This design comes from an exercise in tuning for small area and a short achievable clock period on the open sky130 flow, not from production work. Function was not checked in any run shown here: the RTL went through the layout flow alone. Power and IR drop assume default switching activity.

==> flow/design.v <==
`timescale 1ns / 1ps
module fp16_multiplier(
  input wire clk,
  input wire [15:0] a,
  input wire [15:0] b,
  output wire [15:0] out
);
  wire s0_s, s0_sticky;
  wire [5:0] s0_esum;
  wire [10:0] s0_ma;
  wire [12:1] s0_m3;
  wire [3:0] s0_d1, s0_d2, s0_d3, s0_d4;
  wire [2:0] s0_dn;
  fp16m_stage0 u_s0(.a(a), .b(b), .s(s0_s), .sticky(s0_sticky), .esum(s0_esum),
    .ma(s0_ma), .m3(s0_m3), .d1(s0_d1), .d2(s0_d2), .d3(s0_d3), .d4(s0_d4), .dn(s0_dn));
  reg r0_s, r0_sticky;
  reg [5:0] r0_esum;
  reg [10:0] ma;
  reg [12:1] m3;   
  reg [3:0] d1, d2, d3, d4;
  reg [2:0] dn;
  always @(posedge clk) begin
    r0_s <= s0_s; r0_esum <= s0_esum; r0_sticky <= s0_sticky;
    ma <= s0_ma; m3 <= s0_m3; d1 <= s0_d1; d2 <= s0_d2; d3 <= s0_d3; d4 <= s0_d4; dn <= s0_dn;
  end
  wire [21:8] s1_hp;
  wire [20:8] s1_hg;
  wire [8:8] s1_pl;   
  fp16m_stage1 u_s1(.ma(ma), .m3({m3, ma[0]}), .d1(d1), .d2(d2), .d3(d3), .d4(d4), .dn(dn),
    .hp(s1_hp), .hg(s1_hg), .pl(s1_pl));
  reg [21:8] r1_hp;
  reg [20:8] r1_hg;
  reg [8:8] r1_pl;
  reg r1_sticky, r1_s;
  reg [5:0] r1_esum;
  always @(posedge clk) begin
    r1_hp <= s1_hp; r1_hg <= s1_hg; r1_pl <= s1_pl;
    r1_sticky <= r0_sticky; r1_s <= r0_s; r1_esum <= r0_esum;
  end
  wire [21:8] s2_p;
  fp16m_stage2 u_s2(.hp(r1_hp), .hg(r1_hg), .pl(r1_pl), .p(s2_p));
  reg [21:8] r2_p;
  reg r2_sticky, r2_s;
  reg [5:0] r2_esum;
  always @(posedge clk) begin
    r2_p <= s2_p;
    r2_sticky <= r1_sticky; r2_s <= r1_s; r2_esum <= r1_esum;
  end
  wire lead = r2_p[21];
  wire [10:0] kept = lead ? r2_p[21:11] : r2_p[20:10];
  wire guard = lead ? r2_p[10] : r2_p[9];
  wire rnd = lead ? r2_p[9] : r2_p[8];
  wire ru = guard & (rnd | r2_sticky | kept[0]);
  reg [11:0] r3_sum;   
  reg [5:0] r3_e;
  reg r3_nan, r3_s;
  always @(posedge clk) begin
    r3_sum <= {1'b0, kept} + {11'd0, ru};
    r3_e <= r2_esum + {5'd0, lead};   
    r3_nan <= &r2_esum; r3_s <= r2_s;
  end
  wire of = r3_sum[11];
  wire [6:0] e = {1'b0, r3_e} + {6'd0, of};
  wire sub = e[6:4] == 3'd0;
  wire ovf = e >= 7'd46;
  wire [4:0] ex = (e[4:0] + 5'd1) ^ 5'b10000;
  wire [9:0] subf = r3_sum[11:1] >> (~r3_e[3:0]);
  wire [14:0] low = ovf ? 15'h7c00 : sub ? {5'd0, subf} : {ex, r3_sum[9:0]};
  reg [15:0] r4_out, r5_out;
  always @(posedge clk) begin
    r4_out <= r3_nan ? 16'h7e00 : {r3_s, low};
    r5_out <= r4_out;
  end
  assign out = r5_out;
endmodule
module fp16m_stage1(
  input wire [10:0] ma,
  input wire [12:0] m3,
  input wire [3:0] d1, d2, d3, d4,
  input wire [2:0] dn,
  output wire [21:8] hp,
  output wire [20:8] hg,
  output wire [8:8] pl
);
  wire t0_0 = ((d1[0] & ma[0]) | (d3[0] & m3[0])) ^ dn[0];
  wire t0_1 = ((d1[0] & ma[1]) | (d2[0] & ma[0]) | (d3[0] & m3[1])) ^ dn[0];
  wire t0_2 = ((d1[0] & ma[2]) | (d2[0] & ma[1]) | (d3[0] & m3[2]) | (d4[0] & ma[0])) ^ dn[0];
  wire t0_3 = ((d1[0] & ma[3]) | (d2[0] & ma[2]) | (d3[0] & m3[3]) | (d4[0] & ma[1])) ^ dn[0];
  wire t0_4 = ((d1[0] & ma[4]) | (d2[0] & ma[3]) | (d3[0] & m3[4]) | (d4[0] & ma[2])) ^ dn[0];
  wire t0_5 = ((d1[0] & ma[5]) | (d2[0] & ma[4]) | (d3[0] & m3[5]) | (d4[0] & ma[3])) ^ dn[0];
  wire t0_6 = ((d1[0] & ma[6]) | (d2[0] & ma[5]) | (d3[0] & m3[6]) | (d4[0] & ma[4])) ^ dn[0];
  wire t0_7 = ((d1[0] & ma[7]) | (d2[0] & ma[6]) | (d3[0] & m3[7]) | (d4[0] & ma[5])) ^ dn[0];
  wire t0_8 = ((d1[0] & ma[8]) | (d2[0] & ma[7]) | (d3[0] & m3[8]) | (d4[0] & ma[6])) ^ dn[0];
  wire t0_9 = ((d1[0] & ma[9]) | (d2[0] & ma[8]) | (d3[0] & m3[9]) | (d4[0] & ma[7])) ^ dn[0];
  wire t0_10 = ((d1[0] & ma[10]) | (d2[0] & ma[9]) | (d3[0] & m3[10]) | (d4[0] & ma[8])) ^ dn[0];
  wire t0_11 = ((d2[0] & ma[10]) | (d3[0] & m3[11]) | (d4[0] & ma[9])) ^ dn[0];
  wire t0_12 = ((d3[0] & m3[12]) | (d4[0] & ma[10])) ^ dn[0];
  wire t1_0 = ((d1[1] & ma[0]) | (d3[1] & m3[0])) ^ dn[1];
  wire t1_1 = ((d1[1] & ma[1]) | (d2[1] & ma[0]) | (d3[1] & m3[1])) ^ dn[1];
  wire t1_2 = ((d1[1] & ma[2]) | (d2[1] & ma[1]) | (d3[1] & m3[2]) | (d4[1] & ma[0])) ^ dn[1];
  wire t1_3 = ((d1[1] & ma[3]) | (d2[1] & ma[2]) | (d3[1] & m3[3]) | (d4[1] & ma[1])) ^ dn[1];
  wire t1_4 = ((d1[1] & ma[4]) | (d2[1] & ma[3]) | (d3[1] & m3[4]) | (d4[1] & ma[2])) ^ dn[1];
  wire t1_5 = ((d1[1] & ma[5]) | (d2[1] & ma[4]) | (d3[1] & m3[5]) | (d4[1] & ma[3])) ^ dn[1];
  wire t1_6 = ((d1[1] & ma[6]) | (d2[1] & ma[5]) | (d3[1] & m3[6]) | (d4[1] & ma[4])) ^ dn[1];
  wire t1_7 = ((d1[1] & ma[7]) | (d2[1] & ma[6]) | (d3[1] & m3[7]) | (d4[1] & ma[5])) ^ dn[1];
  wire t1_8 = ((d1[1] & ma[8]) | (d2[1] & ma[7]) | (d3[1] & m3[8]) | (d4[1] & ma[6])) ^ dn[1];
  wire t1_9 = ((d1[1] & ma[9]) | (d2[1] & ma[8]) | (d3[1] & m3[9]) | (d4[1] & ma[7])) ^ dn[1];
  wire t1_10 = ((d1[1] & ma[10]) | (d2[1] & ma[9]) | (d3[1] & m3[10]) | (d4[1] & ma[8])) ^ dn[1];
  wire t1_11 = ((d2[1] & ma[10]) | (d3[1] & m3[11]) | (d4[1] & ma[9])) ^ dn[1];
  wire t1_12 = ((d3[1] & m3[12]) | (d4[1] & ma[10])) ^ dn[1];
  wire t2_0 = ((d1[2] & ma[0]) | (d3[2] & m3[0])) ^ dn[2];
  wire t2_1 = ((d1[2] & ma[1]) | (d2[2] & ma[0]) | (d3[2] & m3[1])) ^ dn[2];
  wire t2_2 = ((d1[2] & ma[2]) | (d2[2] & ma[1]) | (d3[2] & m3[2]) | (d4[2] & ma[0])) ^ dn[2];
  wire t2_3 = ((d1[2] & ma[3]) | (d2[2] & ma[2]) | (d3[2] & m3[3]) | (d4[2] & ma[1])) ^ dn[2];
  wire t2_4 = ((d1[2] & ma[4]) | (d2[2] & ma[3]) | (d3[2] & m3[4]) | (d4[2] & ma[2])) ^ dn[2];
  wire t2_5 = ((d1[2] & ma[5]) | (d2[2] & ma[4]) | (d3[2] & m3[5]) | (d4[2] & ma[3])) ^ dn[2];
  wire t2_6 = ((d1[2] & ma[6]) | (d2[2] & ma[5]) | (d3[2] & m3[6]) | (d4[2] & ma[4])) ^ dn[2];
  wire t2_7 = ((d1[2] & ma[7]) | (d2[2] & ma[6]) | (d3[2] & m3[7]) | (d4[2] & ma[5])) ^ dn[2];
  wire t2_8 = ((d1[2] & ma[8]) | (d2[2] & ma[7]) | (d3[2] & m3[8]) | (d4[2] & ma[6])) ^ dn[2];
  wire t2_9 = ((d1[2] & ma[9]) | (d2[2] & ma[8]) | (d3[2] & m3[9]) | (d4[2] & ma[7])) ^ dn[2];
  wire t2_10 = ((d1[2] & ma[10]) | (d2[2] & ma[9]) | (d3[2] & m3[10]) | (d4[2] & ma[8])) ^ dn[2];
  wire t2_11 = ((d2[2] & ma[10]) | (d3[2] & m3[11]) | (d4[2] & ma[9])) ^ dn[2];
  wire t2_12 = ((d3[2] & m3[12]) | (d4[2] & ma[10])) ^ dn[2];
  wire t3_0 = (d1[3] & ma[0]) | (d3[3] & m3[0]);
  wire t3_1 = (d1[3] & ma[1]) | (d2[3] & ma[0]) | (d3[3] & m3[1]);
  wire t3_2 = (d1[3] & ma[2]) | (d2[3] & ma[1]) | (d3[3] & m3[2]) | (d4[3] & ma[0]);
  wire t3_3 = (d1[3] & ma[3]) | (d2[3] & ma[2]) | (d3[3] & m3[3]) | (d4[3] & ma[1]);
  wire t3_4 = (d1[3] & ma[4]) | (d2[3] & ma[3]) | (d3[3] & m3[4]) | (d4[3] & ma[2]);
  wire t3_5 = (d1[3] & ma[5]) | (d2[3] & ma[4]) | (d3[3] & m3[5]) | (d4[3] & ma[3]);
  wire t3_6 = (d1[3] & ma[6]) | (d2[3] & ma[5]) | (d3[3] & m3[6]) | (d4[3] & ma[4]);
  wire t3_7 = (d1[3] & ma[7]) | (d2[3] & ma[6]) | (d3[3] & m3[7]) | (d4[3] & ma[5]);
  wire t3_8 = (d1[3] & ma[8]) | (d2[3] & ma[7]) | (d3[3] & m3[8]) | (d4[3] & ma[6]);
  wire t3_9 = (d1[3] & ma[9]) | (d2[3] & ma[8]) | (d3[3] & m3[9]) | (d4[3] & ma[7]);
  wire t3_10 = (d1[3] & ma[10]) | (d2[3] & ma[9]) | (d3[3] & m3[10]) | (d4[3] & ma[8]);
  wire t3_11 = (d2[3] & ma[10]) | (d3[3] & m3[11]) | (d4[3] & ma[9]);
  wire t3_12 = (d3[3] & m3[12]) | (d4[3] & ma[10]);
  wire fs0 = t0_6 ^ t1_3;
  wire fc0 = t0_6 & t1_3;
  wire fs1 = t0_7 ^ t1_4;
  wire fc1 = t0_7 & t1_4;
  wire fs2 = t0_8 ^ t1_5;
  wire fc2 = t0_8 & t1_5;
  wire fs3 = t0_9 ^ t1_6 ^ t2_3;
  wire fc3 = (t0_9 & t1_6) | (t2_3 & (t0_9 ^ t1_6));
  wire fs4 = t0_10 ^ t1_7 ^ t2_4;
  wire fc4 = (t0_10 & t1_7) | (t2_4 & (t0_10 ^ t1_7));
  wire fs5 = t0_11 ^ t1_8 ^ t2_5;
  wire fc5 = (t0_11 & t1_8) | (t2_5 & (t0_11 ^ t1_8));
  wire fs6 = t0_12 ^ t1_9 ^ t2_6;
  wire fc6 = (t0_12 & t1_9) | (t2_6 & (t0_12 ^ t1_9));
  wire fs7 = t1_10 ^ t2_7 ^ t3_4;
  wire fc7 = (t1_10 & t2_7) | (t3_4 & (t1_10 ^ t2_7));
  wire fs8 = t1_11 ^ t2_8 ^ t3_5;
  wire fc8 = (t1_11 & t2_8) | (t3_5 & (t1_11 ^ t2_8));
  wire fs9 = t1_12 ^ t2_9 ^ t3_6;
  wire fc9 = (t1_12 & t2_9) | (t3_6 & (t1_12 ^ t2_9));
  wire fs10 = t2_10 ^ t3_7 ^ ~dn[1];
  wire fc10 = (t2_10 & t3_7) | (~dn[1] & (t2_10 ^ t3_7));
  wire fs11 = t2_11 ^ t3_8;
  wire fc11 = t2_11 & t3_8;
  wire fs12 = t2_12 ^ t3_9;
  wire fc12 = t2_12 & t3_9;
  wire fs13 = t0_3 ^ t1_0;
  wire fc13 = t0_3 & t1_0;
  wire fs14 = t0_4 ^ t1_1;
  wire fc14 = t0_4 & t1_1;
  wire fs15 = t0_5 ^ t1_2;
  wire fc15 = t0_5 & t1_2;
  wire fs16 = t2_0 ^ dn[2] ^ fs0;
  wire fc16 = (t2_0 & dn[2]) | (fs0 & (t2_0 ^ dn[2]));
  wire fs17 = t2_1 ^ fs1 ^ fc0;
  wire fc17 = (t2_1 & fs1) | (fc0 & (t2_1 ^ fs1));
  wire fs18 = t2_2 ^ fs2 ^ fc1;
  wire fc18 = (t2_2 & fs2) | (fc1 & (t2_2 ^ fs2));
  wire fs19 = t3_0 ^ fc2 ^ fs3;
  wire fc19 = (t3_0 & fc2) | (fs3 & (t3_0 ^ fc2));
  wire fs20 = t3_1 ^ fs4 ^ fc3;
  wire fc20 = (t3_1 & fs4) | (fc3 & (t3_1 ^ fs4));
  wire fs21 = t3_2 ^ fs5 ^ fc4;
  wire fc21 = (t3_2 & fs5) | (fc4 & (t3_2 ^ fs5));
  wire fs22 = t3_3 ^ fs6 ^ fc5;
  wire fc22 = (t3_3 & fs6) | (fc5 & (t3_3 ^ fs6));
  wire fs23 = dn[0] ^ fs7 ^ fc6;
  wire fc23 = (dn[0] & fs7) | (fc6 & (dn[0] ^ fs7));
  wire fs24 = dn[0] ^ fs8 ^ fc7;
  wire fc24 = (dn[0] & fs8) | (fc7 & (dn[0] ^ fs8));
  wire fs25 = dn[0] ^ fs9 ^ fc8;
  wire fc25 = (dn[0] & fs9) | (fc8 & (dn[0] ^ fs9));
  wire fs26 = ~dn[0] ^ fs10 ^ fc9;
  wire fc26 = (~dn[0] & fs10) | (fc9 & (~dn[0] ^ fs10));
  wire fs27 = 1'b1 ^ fs11 ^ fc10;
  wire fc27 = (1'b1 & fs11) | (fc10 & (1'b1 ^ fs11));
  wire fs28 = 1'b1 ^ fs12 ^ fc11;
  wire fc28 = (1'b1 & fs12) | (fc11 & (1'b1 ^ fs12));
  wire fs29 = t3_10 ^ ~dn[2] ^ fc12;
  wire fc29 = (t3_10 & ~dn[2]) | (fc12 & (t3_10 ^ ~dn[2]));
  wire fs30 = t3_11 ^ 1'b1;
  wire fc30 = t3_11 & 1'b1;
  wire fs31 = t3_12 ^ 1'b1;
  wire fc31 = t3_12 & 1'b1;
  wire [7:0] lx = {fs17, fs16, fs15, fs14, dn[1], t0_2, t0_1, t0_0};
  wire [7:0] ly = {fc16, fc15, fc14, fc13, fs13, 1'b0, 1'b0, dn[0]};
  wire [8:0] lsum = {1'b0, lx} + {1'b0, ly};
  assign pl = lsum[8:8];
  wire [21:8] hx = {fs31, fs30, fs29, fs28, fs27, fs26, fs25, fs24, fs23, fs22, fs21, fs20, fs19, fs18};
  wire [21:8] hy = {fc30, fc29, fc28, fc27, fc26, fc25, fc24, fc23, fc22, fc21, fc20, fc19, fc18, fc17};
  assign hp = hx ^ hy;
  assign hg = hx[20:8] & hy[20:8];
endmodule
module fp16m_stage2(
  input wire [21:8] hp,
  input wire [20:8] hg,
  input wire [8:8] pl,
  output wire [21:8] p
);
  wire g0_8 = hg[8] | (hp[8] & pl[8]);
  wire g0_9 = hg[9] | (hp[9] & hg[8]);
  wire p0_9 = hp[9] & hp[8];
  wire g0_10 = hg[10] | (hp[10] & hg[9]);
  wire p0_10 = hp[10] & hp[9];
  wire g0_11 = hg[11] | (hp[11] & hg[10]);
  wire p0_11 = hp[11] & hp[10];
  wire g0_12 = hg[12] | (hp[12] & hg[11]);
  wire p0_12 = hp[12] & hp[11];
  wire g0_13 = hg[13] | (hp[13] & hg[12]);
  wire p0_13 = hp[13] & hp[12];
  wire g0_14 = hg[14] | (hp[14] & hg[13]);
  wire p0_14 = hp[14] & hp[13];
  wire g0_15 = hg[15] | (hp[15] & hg[14]);
  wire p0_15 = hp[15] & hp[14];
  wire g0_16 = hg[16] | (hp[16] & hg[15]);
  wire p0_16 = hp[16] & hp[15];
  wire g0_17 = hg[17] | (hp[17] & hg[16]);
  wire p0_17 = hp[17] & hp[16];
  wire g0_18 = hg[18] | (hp[18] & hg[17]);
  wire p0_18 = hp[18] & hp[17];
  wire g0_19 = hg[19] | (hp[19] & hg[18]);
  wire p0_19 = hp[19] & hp[18];
  wire g0_20 = hg[20] | (hp[20] & hg[19]);
  wire p0_20 = hp[20] & hp[19];
  wire g1_9 = g0_9 | (p0_9 & pl[8]);
  wire g1_10 = g0_10 | (p0_10 & g0_8);
  wire g1_11 = g0_11 | (p0_11 & g0_9);
  wire p1_11 = p0_11 & p0_9;
  wire g1_12 = g0_12 | (p0_12 & g0_10);
  wire p1_12 = p0_12 & p0_10;
  wire g1_13 = g0_13 | (p0_13 & g0_11);
  wire p1_13 = p0_13 & p0_11;
  wire g1_14 = g0_14 | (p0_14 & g0_12);
  wire p1_14 = p0_14 & p0_12;
  wire g1_15 = g0_15 | (p0_15 & g0_13);
  wire p1_15 = p0_15 & p0_13;
  wire g1_16 = g0_16 | (p0_16 & g0_14);
  wire p1_16 = p0_16 & p0_14;
  wire g1_17 = g0_17 | (p0_17 & g0_15);
  wire p1_17 = p0_17 & p0_15;
  wire g1_18 = g0_18 | (p0_18 & g0_16);
  wire p1_18 = p0_18 & p0_16;
  wire g1_19 = g0_19 | (p0_19 & g0_17);
  wire p1_19 = p0_19 & p0_17;
  wire g1_20 = g0_20 | (p0_20 & g0_18);
  wire p1_20 = p0_20 & p0_18;
  wire g2_11 = g1_11 | (p1_11 & pl[8]);
  wire g2_12 = g1_12 | (p1_12 & g0_8);
  wire g2_13 = g1_13 | (p1_13 & g1_9);
  wire g2_14 = g1_14 | (p1_14 & g1_10);
  wire g2_15 = g1_15 | (p1_15 & g1_11);
  wire p2_15 = p1_15 & p1_11;
  wire g2_16 = g1_16 | (p1_16 & g1_12);
  wire p2_16 = p1_16 & p1_12;
  wire g2_17 = g1_17 | (p1_17 & g1_13);
  wire p2_17 = p1_17 & p1_13;
  wire g2_18 = g1_18 | (p1_18 & g1_14);
  wire p2_18 = p1_18 & p1_14;
  wire g2_19 = g1_19 | (p1_19 & g1_15);
  wire p2_19 = p1_19 & p1_15;
  wire g2_20 = g1_20 | (p1_20 & g1_16);
  wire p2_20 = p1_20 & p1_16;
  wire g3_15 = g2_15 | (p2_15 & pl[8]);
  wire g3_16 = g2_16 | (p2_16 & g0_8);
  wire g3_17 = g2_17 | (p2_17 & g1_9);
  wire g3_18 = g2_18 | (p2_18 & g1_10);
  wire g3_19 = g2_19 | (p2_19 & g2_11);
  wire g3_20 = g2_20 | (p2_20 & g2_12);
  wire [21:8] hs = {hp[21] ^ g3_20, hp[20] ^ g3_19, hp[19] ^ g3_18, hp[18] ^ g3_17, hp[17] ^ g3_16, hp[16] ^ g3_15, hp[15] ^ g2_14, hp[14] ^ g2_13, hp[13] ^ g2_12, hp[12] ^ g2_11, hp[11] ^ g1_10, hp[10] ^ g1_9, hp[9] ^ g0_8, hp[8] ^ pl[8]};
  assign p = hs;
endmodule
module fp16m_stage0(
  input wire [15:0] a, b,
  output wire s, sticky,
  output wire [5:0] esum,
  output wire [10:0] ma,
  output wire [12:1] m3,
  output wire [3:0] d1, d2, d3, d4,
  output wire [2:0] dn
);
  wire [4:0] ea = a[14:10], eb = b[14:10];
  wire [9:0] fa = a[9:0], fb = b[9:0];
  wire ea0 = ea == 5'd0, eb0 = eb == 5'd0, ea31 = &ea, eb31 = &eb;
  wire fa0 = fa == 10'd0, fb0 = fb == 10'd0;
  wire za = ea0 & fa0, zb = eb0 & fb0;
  wire ia = ea31 & fa0, ib = eb31 & fb0;
  assign s = a[15] ^ b[15];
  wire nan = (ea31 & ~fa0) | (eb31 & ~fb0) | (ia & zb) | (za & ib);
  wire [5:0] sum = {1'b0, ea} + {1'b0, eb};
  assign esum = nan ? 6'd63 : (za | zb) ? 6'd0 : (ia | ib) ? 6'd46 : sum;
  wire [8:0] tza, tzb;   
  assign tza[0] = 1'b1; assign tzb[0] = 1'b1;
  genvar gk;
  generate for (gk = 1; gk <= 8; gk = gk + 1) begin : g_tz
    assign tza[gk] = tza[gk-1] & ~fa[gk-1];
    assign tzb[gk] = tzb[gk-1] & ~fb[gk-1];
  end endgenerate
  assign sticky = ~|(tza & {tzb[0], tzb[1], tzb[2], tzb[3], tzb[4], tzb[5], tzb[6], tzb[7], tzb[8]});
  assign ma = {~ea0, fa};
  wire [12:0] m3x = {2'b00, ma} + {1'b0, ma, 1'b0};
  assign m3 = m3x[12:1];
  wire [12:0] mbx = {1'b0, 1'b0, ~eb0, fb, 1'b0};   
  wire [3:0] dnx;
  generate for (gk = 0; gk < 4; gk = gk + 1) begin : g_booth
    wire y3 = mbx[3*gk+3], y2 = mbx[3*gk+2], y1 = mbx[3*gk+1], y0 = mbx[3*gk];
    wire [2:0] v = {1'b0, y2, 1'b0} + {2'b00, y1} + {2'b00, y0};   
    wire [2:0] m = y3 ? 3'd4 - v : v;
    assign d1[gk] = m == 3'd1;
    assign d2[gk] = m == 3'd2;
    assign d3[gk] = m == 3'd3;
    assign d4[gk] = m == 3'd4;
    assign dnx[gk] = y3 & (m != 3'd0);
  end endgenerate
  assign dn = dnx[2:0];   
endmodule
==> flow/flow/run.sh <==
#!/bin/bash
# The standard layout (standard.sh), with these changes:
# - synthesis leaves full and half adders to ABC (ADDER_MAP_FILE empty: no extract_fa,
#   no fa/ha cells);
# - the port buffers are buf_1 cells instead of the delay buffers buffer_ports picks;
# - clock tree synthesis inserts no dummy loads.
set -euo pipefail
ADDER_MAP_FILE= bash standard.sh synth > synth.log 2>&1
export BUFFER_PORTS_ARGS="-buffer_cell sky130_fd_sc_hd__buf_1"
export CTS_ARGS="-sink_clustering_enable -repair_clock_nets -dont_use_dummy_load -buf_list sky130_fd_sc_hd__clkbuf_8 -sink_clustering_size 20"
bash standard.sh > layout.log 2>&1
==> flow/standard.sh <==
#!/bin/bash
# synth_recipe.tcl (not shown) runs the flow's synth.tcl, then flattens the netlist and writes it again
# the make line also repeats each setting of config.mk as NAME=value (left out here)
make -C /OpenROAD-flow-scripts/flow DESIGN_CONFIG=/design/flow/config.mk WORK_HOME=/design/flow/orfs CLKGATE_MAP_FILE= SYNTH_SCRIPT=/design/flow/synth_recipe.tcl "${@:-finish}"
==> flow/config.mk <==
export PLATFORM = sky130hd
export DESIGN_NAME = fp16_multiplier
export DESIGN_NICKNAME = fp16_multiplier
export VERILOG_FILES = /design/flow/design.v
export SDC_FILE = /design/flow/constraint.sdc
export NUM_CORES = 4
export LEC_CHECK = 0
export CAP_MARGIN = 20
export CORE_MARGIN = 2
export CORE_UTILIZATION = 60
export CTS_BUF_LIST = sky130_fd_sc_hd__clkbuf_8
export CTS_CLUSTER_SIZE = 20
export SETUP_SLACK_MARGIN = 2.9
export SLEW_MARGIN = 20
export SYNTH_HIERARCHICAL = 1
==> flow/constraint.sdc <==
create_clock -name core_clock -period 5.0 [get_ports {clk}]
set_input_delay 1.0000 -clock core_clock [delete_from_list [all_inputs] [get_ports {clk}]]
set_output_delay 1.0000 -clock core_clock [all_outputs]
set_load 0.01 [all_outputs]
==> impl_metrics.ini, run 1 <==
[logic_synthesis]
post-synth-top-area-fraction_pct = 38.19
yosys-top-cells-area = dfxtp_1 (38%), xnor2_1 (11%), xor2_1 (4.4%)
synthDominantAreaCellType = dfxtp_1
yosys-top-cells-count = dfxtp_1 (160), xnor2_1 (104), nand2_1 (66), nor2_1 (60), xor2_1 (42)
synth_ff_type = dfxtp_1
synth_sequential_area_ratio_pct = 38.19
synthesized_instance_count = 884
synth_edf_count = 0
most_common_cell_in_the_synthesized_netlist = dfxtp_1
mean_post_synth_cell_area_sq_um = 9.487
synth_async_sr_flop_share_pct = 0
syn-cell-area_sq_um = 8387
synthDistinctLibCells = 85
ys_ff_latch = 160
yosys_warnings = 7

[final_layout]
flow.area_growth_from_synthesis_pct = 12.49
post_route_cells_drive_above_1_share_pct = 21.88
sequential_cell_area_sq_um = 3278
combined_area_of_the_multi_input_logic_cells_sq_um = 5090
final_net_count = 963
layout.cells.non_filler = 1108
final_cell_area_excluding_filler_cells_sq_um = 9434
n_antenna_cell = 0
filler_cell_count = 1121

[floorplanning]
die-height_microns = 122.2
die_w_microns = 122.2
die_footprint_sq_um = 14940
coreArea_sq_um = 13770
floorplan.rows = 43
start_util_pct = 60.89
ioPinCount = 49

[pwr]
max-vdd-ir-drop_mv = 0.2201
power.leakage_uw = 0.003589
power.density_cell_area_nw_per_um2 = 513.5
post-layout-total-power_uw = 4845

[route]
drcViolationCount = 0
dr_total_vias = 6678
wire_per_inst_microns = 16.88
routed_via_density = 6.027
drt_iter0_markers = 794
drt_pass1_iterations = 8
drt.antenna.violating_nets = 0
routed_wl_microns = 18710

[clock_tree]
cts_made_buffers = 17
clock_transition_at_path_regs_ns = 0.08
cts.root.buffer_cell = clkbuf_8
cts-htree-levels = 4
clock_sink_count = 160
cts_tree = built
clk_lat_worst_skew_ns = 0.45
cts_max_path_buffers = 2

[timing]
report.final.slew_viol_count = 0
finalCritPeriodShare_pct = 46.83
setup_viol_count_final = 0
timing.max_slew.rel_slack_pct = 39.46
fin_setup_tns_ns = 0
grt_setup_unrepaired = true
fin_skew_ns = 0.02537
tightestPinTransition_ns = 0.9081
finalHoldViolations = 0
setup_slack_ns = 2.659
period_needed_ns = 2.341
timing_limited_maximum_frequency_ghz = 0.4271

[critical_path]
rr_startpoint = d2[1]
cp.arrival_ns = 2.65
worstSetupEndpointType = flip-flop
crit_type = reg -> reg
worst_setup_path_startpoint = d2[1]
timing.critical_path.required_ns = 5.31
path_max_fanout = 6
critPathLaunchType = flip-flop

[placement]
post-place-ws_ns = 2.408
gp_congestion = 0.9879
io_buffers = 48
estimated_wirelength_of_the_detail_placed_design_microns = 12930
placedCellCount = 1052
post_placement_cell_area_sq_um = 8447

[grt]
grt_antenna_before_repair = 0
grt_max_degree = 19
total_routing_usage_reported_by_global_routing_pct = 24.43
grt_first_pass_wirelength_microns = 28750
number_of_global_route_vias_before_repair = 5955
gr-total-overflow = 0

[flow_run]
maxCapViolCount = 0

[run_status]
status = complete, no violations

[hold_path]
hold_start = r4_out[11]
worst_hold_path_type = reg -> reg
## critical path: stages, from the launching register on
cell      delay [ns]
dfxtp_4         0.35
buf_12          0.13
buf_2           0.16
a22o_1          0.23
a221oi_2        0.27
xnor2_1         0.25
maj3_2          0.30
inv_2           0.04
maj3_2          0.32
xor2_1          0.16
## layout by cell type (no fill, tap or decap), types with 5 or more instances in the layout
| cell type | instances |
|---|---|
| a22oi_1 | 21 |
| clkbuf_8 | 17 |
| a221oi_1 | 6 |
| inv_1 | 17 |
| dfxtp_4 | 15 |
| xnor2_2 | 17 |
| and3_1 | 7 |
| a222oi_1 | 7 |
| dfxtp_2 | 15 |
| a221oi_2 | 15 |
| nor2b_1 | 11 |
| o211ai_1 | 8 |
| nor2_1 | 59 |
| nand3_1 | 25 |
| and2_1 | 10 |
| o21ai_0 | 30 |
| xor2_1 | 41 |
| a22o_1 | 32 |
| xnor2_1 | 88 |
| a21oi_1 | 33 |
| nor3_1 | 10 |
| o21a_1 | 5 |
| a21oi_2 | 6 |
| maj3_2 | 15 |
| buf_4 | 31 |
| nand2_1 | 64 |
| o21bai_1 | 5 |
| mux2_2 | 5 |
| buf_1 | 47 |
| dfxtp_1 | 130 |
| mux2i_1 | 19 |
| a221oi_4 | 6 |
## flip-flops by register name (all words and copies together), names as in the netlist, 6 cells and up
| signal | count |
|---|---|
| r0_esum | 6 |
| r2_p | 14 |
| r1_hp | 14 |
| r3_e | 6 |
| r3_sum | 12 |
| r1_hg | 13 |
| r5_out | 16 |
| r1_esum | 6 |
| m3 | 12 |
| r2_esum | 6 |
| ma | 11 |
| r4_out | 16 |
## Yosys stat by module, one instance, submodules excluded
| module | flip-flops and latches | cells |
|---|---|---|
| fp16_multiplier | 160 | 337 |
| fp16m_stage2 | 0 | 57 |
| fp16m_stage0 | 0 | 176 |
| fp16m_stage1 | 0 | 314 |
## cells by family (layout without fill, tap and decap cells)
kind of cell             Yosys count  count (layout)  share of synthesized area, %
AO/OA/AOI/OAI                    225             225                         21.27
AND/OR/NAND/NOR                  222             222                         13.40
flip-flops                       160             160                         38.19
XOR/XNOR                         151             151                         16.38
buffers and inverters             82             126                         5.311
multiplexers                      25              25                         3.103
adder cells (fa/ha/maj)           19              19                         2.342
## where the power goes
group	internal, uW	switching (uW)
Clock	299	380
Sequential	1700	415
Combinational	1050	1000
Total	3050	1800
## worst paths after layout
path	to	slack [ns]	cells past startpoint
worst max register to register	r1_hp[14]	2.66	9
worst min-delay path	r5_out[11]	0.31	0
worst max-delay path	r1_hp[14]	2.66	9
worst min register to register	r5_out[11]	0.31	0
## what timing repair did
| item | 4_1_cts | 5_1_grt |
|---|---|---|
| hold buffers | 0 | 0 |
| gates resized for setup | 59 | 50 |
| setup buffers | 17 | 21 |
| pin swaps | 30 | 35 |
| hold endpoints to repair | 0 | 0 |
| cloned | 1 | 0 |
| setup endpoints to repair | 23 | 23 |
## per-layer routing
metal | GRT usage (%) | up-vias | part of all wire [%]
met5 | 0 | - | 0
met4 | 9.195 | 0 | 2.3
met3 | 6.320 | 44 | 7.1
met2 | 40.10 | 292 | 48
met1 | 30.91 | 3123 | 43
li1 | - | 3219 | -
## metrics by stage
| step | hold slack [ns] | util (%) |
|---|---|---|
| after detailed placement | 0.3121 | 61.33 |
| after global routing | 0.3183 | 68.50 |
| after CTS | 0.3140 | 65.35 |
| after floorplan | 0.3096 | - |
| after global placement | 0.3099 | 61.33 |
| final | 0.3104 | 68.50 |
## cell type report
| cell class | count | area share [%] |
|---|---|---|
| clock buffer | 17 | 2.480 |
| multi-input combinational | 642 | 53.95 |
| tap | 180 | 2.387 |
| inverter | 21 | 0.8488 |
| timing repair buffer | 88 | 5.584 |
| sequential | 160 | 34.75 |
==> run 2: changes to the inputs <==
--- a/flow/config.mk
+++ b/flow/config.mk
@@ -8,8 +8,8 @@
 export CAP_MARGIN = 20
 export CORE_MARGIN = 2
-export CORE_UTILIZATION = 60
+export CORE_UTILIZATION = 50
 export CTS_BUF_LIST = sky130_fd_sc_hd__clkbuf_8
 export CTS_CLUSTER_SIZE = 20
-export SETUP_SLACK_MARGIN = 2.9
+export SETUP_SLACK_MARGIN = 3.0
 export SLEW_MARGIN = 20
 export SYNTH_HIERARCHICAL = 1
==> run 2 against run 1 <==
Still clean. Routed wire length rose by 0.26%. Area after synthesis did not move. Via count fell by 2.1%. Synthesized cell count did not move. Register-to-register slack improved by 0.11 ns. First-iteration DRC count fell by 37%. Combinational power barely moved. Highest routed layer unchanged.
==> impl_metrics.ini, run 2 <==
[run_status]
status = complete, no violations

[grt]
grt_max_degree = 19
grt_antenna_before_repair = 0
number_of_global_route_vias_before_repair = 6098
gr-total-overflow = 0
grt_first_pass_wirelength_microns = 30040
total_routing_usage_reported_by_global_routing_pct = 21.15

[logic_synthesis]
post-synth-top-area-fraction_pct = 38.19
synthesized_instance_count = 884
syn-cell-area_sq_um = 8387
yosys-top-cells-count = dfxtp_1 (160), xnor2_1 (104), nand2_1 (66), nor2_1 (60), xor2_1 (42)
yosys-top-cells-area = dfxtp_1 (38%), xnor2_1 (11%), xor2_1 (4.4%)
mean_post_synth_cell_area_sq_um = 9.487
synth_ff_type = dfxtp_1
synthDominantAreaCellType = dfxtp_1
yosys_warnings = 7
synth_sequential_area_ratio_pct = 38.19
synthDistinctLibCells = 85
ys_ff_latch = 160
synth_edf_count = 0
most_common_cell_in_the_synthesized_netlist = dfxtp_1
synth_async_sr_flop_share_pct = 0

[critical_path]
path_max_fanout = 12
timing.critical_path.required_ns = 5.31
reg2reg_setup_slack_ns = 2.76
rr_startpoint = d2[0]
r2r.worst_path.cells = 7
worst_setup_path_startpoint = d2[0]
worstSetupEndpointType = flip-flop
critPathLaunchType = flip-flop
cp.arrival_ns = 2.55
rr_endpoint = r1_pl
timing.critical_path.to = r1_pl
crit_type = reg -> reg

[clock_tree]
clock_sink_count = 160
cts_tree = built
cts-htree-levels = 4
clk_lat_worst_skew_ns = 0.45
postCtsHoldBufs = 0
cts.root.buffer_cell = clkbuf_8
clock_transition_at_path_regs_ns = 0.08
cts_made_buffers = 17
cts_max_path_buffers = 2

[floorplanning]
die-height_microns = 133.5
floorplan.rows = 47
start_util_pct = 50.93
coreArea_sq_um = 16470
die_footprint_sq_um = 17820
die_w_microns = 133.5
ioPinCount = 49

[timing]
grt_setup_unrepaired = true
fin_setup_tns_ns = 0
timing_limited_maximum_frequency_ghz = 0.4474
setup_viol_count_final = 0
finalHoldViolations = 0
report.final.slew_viol_count = 0
period_needed_ns = 2.235
holdWs_ns = 0.3142
tightestPinTransition_ns = 0.9237
finalCritPeriodShare_pct = 44.70
timing.max_slew.rel_slack_pct = 38.42
fin_skew_ns = 0.02602

[route]
drt_pass1_iterations = 6
wire_per_inst_microns = 16.24
routed_wl_microns = 18760
dr_total_vias = 6539
drt_iter0_markers = 500
drt.antenna.violating_nets = 0
routed_via_density = 5.661
drcViolationCount = 0

[pwr]
max-vdd-ir-drop_mv = 0.2196
power.density_cell_area_nw_per_um2 = 508.9
power.leakage_uw = 0.003632

[final_layout]
post_route_cells_drive_above_1_share_pct = 23.32
most-common-layout-cells = dfxtp_1 (129), xnor2_1 (85), nand2_1 (64), nor2_1 (58), buf_1 (47)
n_antenna_cell = 0
layout_top_registers = r4_out (16), r5_out (16)
mostFrequentLayoutCell = dfxtp_1
final_net_count = 970
flow.area_growth_from_synthesis_pct = 13.83
finish.utilization_pct = 57.98

[flow_run]
maxCapViolCount = 0

[placement]
gp_congestion = 0.9049
estimated_wirelength_of_the_detail_placed_design_microns = 13630
io_buffers = 48

[hold_path]
worst_hold_path_type = reg -> reg
==> run 2: cell counts after synthesis <==
No cell type changed its count.
==> run 2: per-layer routing <==
layer	vias up	GRT usage (%)	wire, microns
li1	3244	-	-
met1	3060	28.19	8578
met2	195	34.31	8788
met3	40	4.680	1021
met4	0	6.678	368
met5	-	0	0
==> run 2: cell type report <==
class / instances / area [sq um]
clock buffers: 17 / 234.0
fillers: 1451 / 6919
inverters: 21 / 80.08
multi-input cells: 642 / 5114
flip-flops and latches: 160 / 3289
well taps: 220 / 275.3
repair buffers: 95 / 554.3
==> run 2: per-module statistics from Yosys (local to each module, per instance) <==
module,cell area (sq um),cells
fp16m_stage2,385.4,57
fp16_multiplier,4367,337
fp16m_stage0,1142,176
fp16m_stage1,2492,314
==> run 2: worst min path at each step <==
stage	startpoint	cells after the start	endpoint
after floorplan	r0_esum[0]	0	r1_esum[0]
after global placement	r2_s	0	r3_s
after detailed placement	r1_esum[1]	0	r2_esum[1]
after CTS	r4_out[0]	0	r5_out[0]
after global routing	r4_out[0]	0	r5_out[0]
final	r4_out[0]	0	r5_out[0]
==> run 2: kinds of logic (layout without fill, tap and decap cells) <==
family / after synthesis / in the layout / share of synthesized area, %
flops: 160 / 160 / 38.19
buf+inv: 82 / 133 / 5.311
mux: 25 / 25 / 3.103
compound gates: 225 / 225 / 21.27
fa+ha+maj: 19 / 19 / 2.342
simple gates: 222 / 222 / 13.40
xor+xnor: 151 / 151 / 16.38
==> run 2: repair_timing <==
item | CTS | global route
setup buffers | 37 | 9
endpoints found under the setup margin | 23 | 32
resized for setup | 73 | 35
pin swaps | 43 | 32
==> run 2: report_power, final <==
| part | leakage (uW) | switching, uW | internal [uW] |
|---|---|---|---|
| registers | 0.00135 | 421 | 1700 |
| logic | 0.00216 | 1000 | 1060 |
| clock network | 0.000122 | 378 | 300 |
| total | 0.00363 | 1800 | 3060 |
==> run 2: metrics by stage <==
stage	setup slack [ns]	area (sq um)	instances	power (uW)
after floorplan	2.840	8474	884	3594
after global placement	2.453	8541	1092	3944
after detailed placement	2.384	8541	1092	3974
after CTS	2.793	9313	1146	4792
after global routing	2.708	9547	1155	5214
final	2.765	9547	1155	4858
==> run 2: worst max-delay path: stages (launching register included) <==
cell     delay [ns]
dfxtp_2        0.42
a22oi_2        0.31
and3_4         0.27
nor2_1         0.08
o41ai_2        0.33
a32oi_1        0.10
maj3_2         0.31
a221o_1        0.30
==> run 3: changes to the inputs <==
--- a/flow/design.v
+++ b/flow/design.v
@@ -201,6 +201,5 @@
   wire [7:0] lx = {fs17, fs16, fs15, fs14, dn[1], t0_2, t0_1, t0_0};
   wire [7:0] ly = {fc16, fc15, fc14, fc13, fs13, 1'b0, 1'b0, dn[0]};
-  wire [8:0] lsum = {1'b0, lx} + {1'b0, ly};
-  assign pl = lsum[8:8];
+  fp16m_lowadd u_low(.lx(lx), .ly(ly), .pl(pl));
   wire [21:8] hx = {fs31, fs30, fs29, fs28, fs27, fs26, fs25, fs24, fs23, fs22, fs21, fs20, fs19, fs18};
   wire [21:8] hy = {fc30, fc29, fc28, fc27, fc26, fc25, fc24, fc23, fc22, fc21, fc20, fc19, fc18, fc17};
@@ -208,4 +207,11 @@
   assign hg = hx[20:8] & hy[20:8];
 endmodule
+module fp16m_lowadd(
+  input wire [7:0] lx, ly,
+  output wire [8:8] pl
+);
+  wire [8:0] lsum = {1'b0, lx} + {1'b0, ly};
+  assign pl = lsum[8:8];
+endmodule
 module fp16m_stage2(
   input wire [21:8] hp,
==> run 3 against run 2 <==
Total power shrank 2.8%. Area after synthesis decreased by 0.88%. Via count down 2.4%. Sequential share of layout area up 1.2 points. Flip-flop and latch count stayed put.
==> impl_metrics.ini, run 3 <==
[run_status]
status = complete, no violations

[critical_path]
cp.arrival_ns = 2.46
r2r.worst_path.cells = 9
path_max_fanout = 12
critPathLaunchType = flip-flop
timing.critical_path.required_ns = 5.36
max_stage_delay_ns = 0.41
critical_path.top_delay_family = XOR/XNOR gates
worst_path_most_repeated_cell = xnor2_1
cp_num_cells = 9
critical_path.cell_chain = a22oi_1 > nand2_1 > xor2_1 > xnor2_1 > xnor2_1 > xnor2_1 > buf_4 > a211o_1 > o22ai_1
crit_type = reg -> reg
critPathBufInv = 1
worstSetupEndpointType = flip-flop
timing.critical_path.slowest_stage_cell = dfxtp_2

[placement]
estimated_wirelength_of_the_detail_placed_design_microns = 13060
gp_congestion = 0.9227
placedCellCount = 1104
io_buffers = 48
post-place-ws_ns = 2.514
post_placement_cell_area_sq_um = 8452

[flow_run]
maxCapViolCount = 0

[final_layout]
final_cell_area_excluding_filler_cells_sq_um = 9208
post_route_cells_drive_above_1_share_pct = 18.15
most-common-layout-cells = dfxtp_1 (125), xnor2_1 (102), nand2_1 (78), nor2_1 (56), xor2_1 (54)
mostFrequentLayoutCell = dfxtp_1
filler_cell_count = 1511
flow.area_growth_from_synthesis_pct = 10.76
layout.cells.non_filler = 1151
n_antenna_cell = 0
layout_top_registers = r4_out (16), r5_out (16)
final_net_count = 966

[grt]
grt_max_degree = 27
grt_antenna_before_repair = 0
grt_first_pass_wirelength_microns = 29470
number_of_global_route_vias_before_repair = 5963
total_routing_usage_reported_by_global_routing_pct = 20.76
gr-total-overflow = 0

[timing]
timing_limited_maximum_frequency_ghz = 0.4751
timing.max_slew.rel_slack_pct = 59.05
report.final.slew_viol_count = 0
finalCritPeriodShare_pct = 42.10
finalHoldViolations = 0
fin_skew_ns = 0.04260
period_needed_ns = 2.105
setup_viol_count_final = 0
grt_setup_unrepaired = true
tightestPinTransition_ns = 0.6142
holdWs_ns = 0.3203
fin_setup_tns_ns = 0
setup_slack_ns = 2.895

[logic_synthesis]
synthesized_instance_count = 895
synth_xor_xnor_area_share_pct = 17.99
most_common_cell_in_the_synthesized_netlist = dfxtp_1
synth_simple_gate_area_share_pct = 13.47
synthDominantAreaCellType = dfxtp_1
synth_async_sr_flop_share_pct = 0
yosys-top-cells-area = dfxtp_1 (39%), xnor2_1 (12%), xor2_1 (5.8%)
yosys_warnings = 7
synthDistinctLibCells = 75
yosys-top-cells-count = dfxtp_1 (160), xnor2_1 (112), nand2_1 (79), nor2_1 (57), xor2_1 (55)
mean_post_synth_cell_area_sq_um = 9.288
synth_ff_type = dfxtp_1
share_of_synthesized_area_spent_on_multiplexers_pct = 3.266
synth_top_family_by_area = compound AO/OA/AOI/OAI gates
syn-cell-area_sq_um = 8313
post-synth-top-area-fraction_pct = 38.53
post_synthesis_compound_gate_area_fraction_pct = 20.06
synth_sequential_area_ratio_pct = 38.53
ys_ff_latch = 160
synthAdderAreaFrac_pct = 1.866
synth_edf_count = 0

[floorplanning]
ioPinCount = 49
die-height_microns = 132.9
start_util_pct = 50.67
die_footprint_sq_um = 17670
coreArea_sq_um = 16410
floorplan.rows = 47
die_w_microns = 132.9

[route]
drt.antenna.violating_nets = 0
drcViolationCount = 0
dr_total_vias = 6383
wire_per_inst_microns = 15.55
routed_via_density = 5.546
drt_pass1_iterations = 6
routed_wl_microns = 17900
drt_iter0_markers = 714

[clock_tree]
cts_tree = built
cts_max_path_buffers = 2
cts_made_buffers = 17
clock_transition_at_path_regs_ns = 0.07
clk_lat_worst_skew_ns = 0.47
clock_sink_count = 160
cts-htree-levels = 4
cts.root.buffer_cell = clkbuf_8

[pwr]
power.leakage_uw = 0.003508
power.density_cell_area_nw_per_um2 = 512.9
max-vdd-ir-drop_mv = 0.2135

[hold_path]
hold_depth = 0
worst_hold_path_type = reg -> reg
-- run 3: worst register-to-register path: stages (launching register included) --
cell and delay [ns]:
dfxtp_2 0.41, a22oi_1 0.19, nand2_1 0.14, xor2_1 0.19
xnor2_1 0.26, xnor2_1 0.18, xnor2_1 0.13, buf_4 0.16
a211o_1 0.28, o22ai_1 0.12
-- run 3: path summary, 6_finish.rpt --
kind | slack [ns] | end | startpoint
worst max register to register | 2.90 | r1_pl | ma[5]
worst min-delay path | 0.32 | r5_out[2] | r4_out[2]
worst max-delay path | 2.90 | r1_pl | ma[5]
worst min register to register | 0.32 | r5_out[2] | r4_out[2]
-- run 3: final cells by class --
class,count,area [sq um],share of cell area (%)
Multi-Input combinational cell,659,4915,53.38
Inverter,15,57.56,0.6251
Sequential cell,160,3284,35.67
Clock buffer,17,234.0,2.541
Tap cell,220,275.3,2.990
Timing Repair Buffer,80,441.7,4.797
-- run 3: power breakdown --
part | internal (uW) | leakage (uW) | total, uW | switching, uW
sequential | 1710 | 0.00135 | 2120 | 412
clock | 299 | 0.000122 | 675 | 376
combinational | 969 | 0.00203 | 1930 | 958
-- run 3: what timing repair did --
item / in CTS / in global routing
pin swaps: 20 / 32
endpoints found under the setup margin: 22 / 35
resized for setup: 61 / 37
buffers inserted: 25 / 5
hold buffers: 0 / 0
-- run 3: stage by stage --
step / utilization (%) / total power, uW
after floorplan: - / 3563
after global placement: 51.51 / 3907
after detailed placement: 51.51 / 3937
after CTS: 55.08 / 4680
after global routing: 56.12 / 5105
final: 56.12 / 4722
-- run 3: Yosys stat by module, one instance, submodules excluded --
module,cells,copies in the design
fp16m_stage2,57,1
fp16m_stage0,176,1
fp16m_lowadd,15,1
fp16m_stage1,310,1
fp16_multiplier,337,1
-- run 3: cell families after synthesis --
family / count (synthesis)
AND/OR/NAND/NOR: 226
other: 1
flip-flops: 160
buffers and inverters: 78
AO/OA/AOI/OAI: 220
XOR/XNOR: 169
multiplexers: 26
adder cells (fa/ha/maj): 15
-- run 3: metal layers --
metal | vias to the layer above | routed length [microns] | GRT usage [%]
met5 | - | 0 | 0
li1 | 3211 | - | -
met1 | 2929 | 8327 | 26.94
met2 | 209 | 8318 | 34.17
met3 | 34 | 889 | 4.368
met4 | 0 | 367 | 7.587
==> run 4: changes to the inputs <==
--- a/flow/config.mk
+++ b/flow/config.mk
@@ -8,8 +8,8 @@
 export CAP_MARGIN = 20
 export CORE_MARGIN = 2
-export CORE_UTILIZATION = 50
+export CORE_UTILIZATION = 60
 export CTS_BUF_LIST = sky130_fd_sc_hd__clkbuf_8
 export CTS_CLUSTER_SIZE = 20
-export SETUP_SLACK_MARGIN = 3.0
+export SETUP_SLACK_MARGIN = 2.9
 export SLEW_MARGIN = 20
 export SYNTH_HIERARCHICAL = 1
==> run 4 against run 3 <==
Routed wire length increased by 1.2%. Final area about the same. Sequential power about the same. Critical endpoint is now r1_hp[14]. Largest power group unchanged.
==> impl_metrics.ini, run 4 <==
[run_status]
status = complete, no violations

[final_layout]
most-common-layout-cells = dfxtp_1 (126), xnor2_1 (105), nand2_1 (73), nor2_1 (57), xor2_1 (53)
n_antenna_cell = 0
post_route_cells_drive_above_1_share_pct = 17.98
mostFrequentLayoutCell = dfxtp_1
final_cell_area_excluding_filler_cells_sq_um = 9200
filler_cell_count = 1113
final_net_count = 964
layout_top_registers = r4_out (16), r5_out (16)
finish.utilization_pct = 67.06
flow.area_growth_from_synthesis_pct = 10.67

[critical_path]
timing.critical_path.required_ns = 5.32
max_stage_delay_ns = 0.41
critical_path.cell_chain = a22o_1 > a221oi_2 > xnor2_1 > maj3_1 > maj3_2 > xor2_1
crit_type = reg -> reg
path_max_fanout = 13
cp.arrival_ns = 2.38
worstSetupEndpointType = flip-flop
timing.critical_path.slowest_stage_cell = dfxtp_4
critPathLaunchType = flip-flop

[floorplanning]
floorplan.rows = 43
die_w_microns = 121.7
die-height_microns = 121.7
ioPinCount = 49
die_footprint_sq_um = 14810
start_util_pct = 60.59
coreArea_sq_um = 13720

[logic_synthesis]
synthDistinctLibCells = 75
syn-cell-area_sq_um = 8313
share_of_synthesized_area_spent_on_multiplexers_pct = 3.266
ys_ff_latch = 160
synth_simple_gate_area_share_pct = 13.47
mean_post_synth_cell_area_sq_um = 9.288
yosys-top-cells-area = dfxtp_1 (39%), xnor2_1 (12%), xor2_1 (5.8%)
yosys_warnings = 7
synth_edf_count = 0
synth_sequential_area_ratio_pct = 38.53
synthesized_instance_count = 895
synth_async_sr_flop_share_pct = 0
most_common_cell_in_the_synthesized_netlist = dfxtp_1
synthAdderAreaFrac_pct = 1.866
post_synthesis_compound_gate_area_fraction_pct = 20.06
synth_ff_type = dfxtp_1
synth_xor_xnor_area_share_pct = 17.99
yosys-top-cells-count = dfxtp_1 (160), xnor2_1 (112), nand2_1 (79), nor2_1 (57), xor2_1 (55)
post-synth-top-area-fraction_pct = 38.53
synth_top_family_by_area = compound AO/OA/AOI/OAI gates
synthDominantAreaCellType = dfxtp_1

[timing]
period_needed_ns = 2.063
tightestPinTransition_ns = 0.6242
setup_viol_count_final = 0
report.final.slew_viol_count = 0
timing.max_slew.rel_slack_pct = 58.39
grt_setup_unrepaired = true
fin_skew_ns = 0.02503
setup_slack_ns = 2.937
finalHoldViolations = 0
finalCritPeriodShare_pct = 41.26
timing_limited_maximum_frequency_ghz = 0.4847
fin_setup_tns_ns = 0

[clock_tree]
cts_made_buffers = 17
cts-htree-levels = 4
cts_max_path_buffers = 2
cts.root.buffer_cell = clkbuf_8
clk_lat_worst_skew_ns = 0.44
clock_transition_at_path_regs_ns = 0.09
cts_tree = built
clock_sink_count = 160
postCtsHoldBufs = 0

[route]
routed_via_density = 5.852
drt_iter0_markers = 971
wire_per_inst_microns = 16.34
drt.antenna.violating_nets = 0
drcViolationCount = 0
drt_pass1_iterations = 7
routed_wl_microns = 18120
dr_total_vias = 6490

[placement]
post-place-ws_ns = 2.540
io_buffers = 48
gp_congestion = 0.9530
estimated_wirelength_of_the_detail_placed_design_microns = 12960
post_placement_cell_area_sq_um = 8402

[grt]
total_routing_usage_reported_by_global_routing_pct = 24.04
grt_first_pass_wirelength_microns = 28230
grt_max_degree = 27
number_of_global_route_vias_before_repair = 5776
grt_antenna_before_repair = 0
gr-total-overflow = 0

[pwr]
post-layout-total-power_uw = 4691
power.density_cell_area_nw_per_um2 = 509.9
max-vdd-ir-drop_mv = 0.2125
power.leakage_uw = 0.003475

[hold_path]
worst_hold_path_type = reg -> reg

[flow_run]
maxCapViolCount = 0
## run 4: changes by cell type in the layout (fill, tap and decap cells not counted), moves of 4 or more
cell      previous run  this run
a22oi_1             47        38
nand2_2              1         6
nand2_1             78        73
a221oi_4             1         5
a22oi_2              0         9
## run 4: routing by layer
| layer | global-route usage (%) | vias to the layer above | wire, microns |
|---|---|---|---|
| li1 | - | 3208 | - |
| met4 | 10.42 | 0 | 519 |
| met1 | 31.51 | 2969 | 8019 |
| met5 | 0 | - | 0 |
| met3 | 4.822 | 59 | 1108 |
| met2 | 38.66 | 254 | 8472 |
## run 4: per-stage QoR
| stage | hold WS (ns) | std cells |
|---|---|---|
| detailed placement | 0.3121 | 1064 |
| CTS | 0.3234 | 1083 |
| global route | 0.3248 | 1109 |
| global placement | 0.3098 | 1064 |
| finish | 0.3191 | 1109 |
| floorplan | 0.3096 | 897 |
## run 4: Yosys stat by module, one instance, submodules excluded
module           area, sq um  flops+latches  cells inside  times used
fp16m_stage0            1142              0           176           1
fp16_multiplier         4367            160           337           1
fp16m_stage1            2326              0           310           1
fp16m_lowadd           92.59              0            15           1
fp16m_stage2           385.4              0            57           1
## run 4: final timing paths
| check | slack (ns) | depth (start not counted) | end | start |
|---|---|---|---|---|
| hold reg to reg | 0.32 | 0 | r1_esum[2] | r0_esum[2] |
| hold / removal | 0.32 | 0 | r1_esum[2] | r0_esum[2] |
| setup / recovery | 2.94 | 6 | r1_hp[14] | d3[1] |
| setup reg to reg | 2.94 | 6 | r1_hp[14] | d3[1] |
## run 4: layout make-up
type,count,area (sq um),area share [%]
Tap cell,180,225.2,2.448
Clock buffer,17,234.0,2.543
Sequential cell,160,3288,35.74
Timing Repair Buffer,78,419.2,4.556
Inverter,15,57.56,0.6256
Multi-Input combinational cell,659,4976,54.09
## run 4: repair_timing
action,CTS,global route
setup buffers,2,26
setup endpoints to repair,22,18
pin swaps,4,34
gates resized for setup,23,75
## run 4: kinds of logic (layout without fill, tap and decap cells)
kind of cell,after synthesis,in the layout
other cells,1,3
flops,160,160
fa+ha+maj,15,15
simple gates,226,226
mux,26,26
compound gates,220,220
buf+inv,78,110
xor+xnor,169,169
## run 4: where the power goes
part           internal (uW)  switching [uW]  total [uW]
Combinational            935             954        1890
Sequential              1710             425        2130
Clock                    299             370         670
## run 4: worst max-delay path: cells and delay by family (launching register included)
| kind | cells | cell delay (ns) |
|---|---|---|
| flip-flops | 1 | 0.41 |
| adder cells (fa/ha/maj) | 2 | 0.74 |
| XOR/XNOR | 2 | 0.31 |
| AO/OA/AOI/OAI | 2 | 0.50 |

-- port drivers added, routing unchanged --
In the flow no input, the clock included, has a driving cell. The finished layouts below were timed again as built, in two steps.
Step 1 sets driving cells, clkbuf_16 on the clock port and buf_2 on the other inputs (assumed; they add their load-dependent delay and slew).
Step 2, shift: input delay + t, output delay - t, t = (earliest + latest rising clock arrival at the registers) / 2. This alone moves slack from input paths to output paths.
Three values: ideal, step 1, step 2; two values: the first two.
run	shift t [ns]	setup slack, ns	clock arrival spread, ns	slew at the worst register clock pin (ns)
run 1	0.475	2.659 / 2.659 / 2.578	0.029 / 0.029	0.08 / 0.08
run 2	0.471	2.765 / 2.765 / 2.576	0.040 / 0.040	0.10 / 0.10
run 3	0.487	2.895 / 2.895 / 2.617	0.045 / 0.045	0.10 / 0.10
run 4	0.471	2.937 / 2.937 / 2.549	0.038 / 0.038	0.09 / 0.09
After both steps setup and hold are still met in every run listed. The setup slack of run 4, which loses most, moves by 0.000 ns with the drivers and by -0.388 ns with both steps.
